This is an optimization exercise on Yosys and OpenROAD, whose aim is small area, a short achievable clock period and few clock cycles per item, not a production implementation. The RTL was checked by simulation tests, not by an equivalence proof against the original design.

sierra:
// RSA_TOP
module RSA_TOP (
    input clk, input rst_n, input in_valid,
    input [3:0] in_p, input [3:0] in_q, input [7:0] in_e, input [7:0] in_c,
    output reg out_valid, output reg [7:0] out_m
);
Settings: LEC_CHECK=0, ABC_AREA=1, CAP_MARGIN=20, CORE_MARGIN=2, CORE_UTILIZATION=40, SLEW_MARGIN=20; clock period 110.0 ns.
standard.sh (not shown) runs the stock make flow with config.mk's settings and CLKGATE_MAP_FILE= SYNTH_SCRIPT=/design/flow/synth_recipe.tcl, a recipe that flattens the netlist after the stock synthesis.
==> flow/flow/run.sh <==
#!/bin/bash
# Layout flow: the standard synthesis, then a stronger ABC re-mapping of the
# combinational logic only (every flip-flop instance, its name and its cell type are kept),
# then the standard layout from floorplan to finish.
set -euo pipefail
HERE=$(pwd)
LIB=$FLOW_HOME/platforms/sky130hd/lib/sky130_fd_sc_hd__tt_025C_1v80.lib
R=$HERE/orfs/results/sky130hd/RSA_TOP/base

bash standard.sh synth > log_1_standard_synth.txt 2>&1
cp $R/1_2_yosys.v $HERE/std_1_2_yosys.v

python3 flow/mkmodels.py $LIB $HERE/std_1_2_yosys.v $HERE/cell_models.v > log_2_models.txt 2>&1
DU=""
for c in $(grep -o 'cell *( *"\?sky130_fd_sc_hd__\(lpflow\|probe\)[a-z0-9_]*' $LIB | sed 's/.*(\s*"\?//'); do DU="$DU -dont_use $c"; done
cat > $HERE/resynth.ys <<EOY
read_liberty -lib $LIB
read_verilog -overwrite $HERE/cell_models.v
read_verilog $HERE/std_1_2_yosys.v
hierarchy -top RSA_TOP
flatten
proc
techmap
opt -fast -purge
abc -liberty $LIB $DU -script $HERE/flow/resynth.abc
read_liberty -lib -ignore_redef $LIB
opt_clean -purge
hilomap -singleton -hicell sky130_fd_sc_hd__conb_1 HI -locell sky130_fd_sc_hd__conb_1 LO
insbuf -buf sky130_fd_sc_hd__buf_4 A X
splitnets
opt_clean -purge
check -assert -mapped
tee -o $HERE/resynth_stat.txt stat -liberty $LIB
write_verilog -noattr -nohex -nodec $HERE/resynth_1_2_yosys.v
EOY
yosys -s $HERE/resynth.ys > log_3_resynth.txt 2>&1

# the flip-flops must be exactly the standard synthesis's
grep -oE '^\s*sky130_fd_sc_hd__(df|edf|sdf|dl)[a-z0-9_]+ [^ ]+' $HERE/std_1_2_yosys.v | sed 's/^ *//' | sort > $HERE/ff_std.txt
grep -oE '^\s*sky130_fd_sc_hd__(df|edf|sdf|dl)[a-z0-9_]+ [^ ]+' $HERE/resynth_1_2_yosys.v | sed 's/^ *//' | sort > $HERE/ff_new.txt
if cmp -s $HERE/ff_std.txt $HERE/ff_new.txt && [ -s $HERE/ff_std.txt ]; then
  cp $HERE/resynth_1_2_yosys.v $R/1_2_yosys.v
  echo "resynthesised netlist used" > log_4_choice.txt
else
  echo "flip-flops differ; standard netlist kept" > log_4_choice.txt
fi
rm -f $R/1_synth.odb $R/1_synth.sdc
EXTRA=()
if [ -f flow/extra_make_args.txt ]; then mapfile -t EXTRA < flow/extra_make_args.txt; fi
bash standard.sh finish "${EXTRA[@]}" > log_5_standard_finish.txt 2>&1
==> flow/flow/extra_make_args.txt <==
BUFFER_PORTS_ARGS=-buffer_cell sky130_fd_sc_hd__buf_1
==> flow/flow/resynth.abc <==
strash
&get -n
&deepsyn -T 60
&put
dch -f
map -a
topo
Other scripts of this flow, unchanged in this note and not shown: flow/flow/mkmodels.py
Testbench counts of sierra, summed over its fixed seeds: cycles 5,120, items 320.
Setup changes, sierra to yarrow
-- flow/flow/extra_make_args.txt --
<<< sierra, line 2
>>> yarrow, line 2
CTS_ARGS=-sink_clustering_enable -repair_clock_nets -buf_list sky130_fd_sc_hd__clkbuf_4 -root_buf sky130_fd_sc_hd__clkbuf_8 -dont_use_dummy_load
Synthesis-to-finish area growth (lower): yarrow
yarrow vs sierra, instance count: yarrow lower
Delta (yarrow minus sierra): measured slew at the worst slew-check pin fell by 0.019 ns; number of vias in the routed layout fell by about 0.7%.
yarrow vs sierra on global-route usage: yarrow is the lower one.
diff inputs: yarrow => ember
==> flow/flow/extra_make_args.txt <==
BUFFER_PORTS_ARGS=-buffer_cell sky130_fd_sc_hd__buf_1
CTS_ARGS=-sink_clustering_enable -repair_clock_nets -buf_list sky130_fd_sc_hd__clkbuf_16 -root_buf sky130_fd_sc_hd__clkbuf_16 -sink_clustering_size 100 -sink_clustering_max_diameter 1000 -dont_use_dummy_load
==> flow/flow/resynth.abc <==
strash
&get -n
&deepsyn -T 60 -I 4
&put
dch -f
amap
topo
==> comparison <==
- Compared with yarrow, ember shows number of design-rule violations left by the first detailed-router iteration higher by 139.
- Sequential share of layout area | ember above yarrow
- Taking yarrow as the reference, in ember design area decreased by about 3.3% relative to the old numbers, worst clock skew on the final layout decreased by 0.018 ns relative to the old numbers.
- Summary of ember over yarrow: top achievable clock speed saw little to no change, synthesized cell count shrank by 100, first-pass GRT wire length went up, met3 routed wirelength -16%.

==> re-timing with driven ports <==
How much do the figures lean on ideal ports? The routed layouts below were timed once more, with nothing changed but the port constraints.
Step 1: set_driving_cell puts a clkbuf_16 on clk and a buf_2 on each other input, an assumption about the parent block.
Step 2 also shifts input and output timing later by t, the mid clock arrival at the registers, as if the neighbouring blocks saw the same clock.
Three values: ideal ports, drivers, drivers and shift; two values: the first two.
run	t (ns)	setup WS [ns]	hold WS [ns]	worst setup path after step 2	clock arrival spread, ns
sierra	0.374	87.178 / 87.141 / 86.876	0.319 / 0.319 / 0.319	input to register	0.016 / 0.016
yarrow	0.373	87.142 / 87.109 / 86.888	0.278 / 0.278 / 0.278	input to register	0.040 / 0.040
ember	0.367	87.174 / 87.136 / 87.170	0.310 / 0.310 / 0.310	input to register	0.022 / 0.022
After both steps setup and hold are still met in every run listed. For sierra, which loses most, drivers alone change the setup slack by -0.037 ns; drivers and shift together by -0.302 ns.
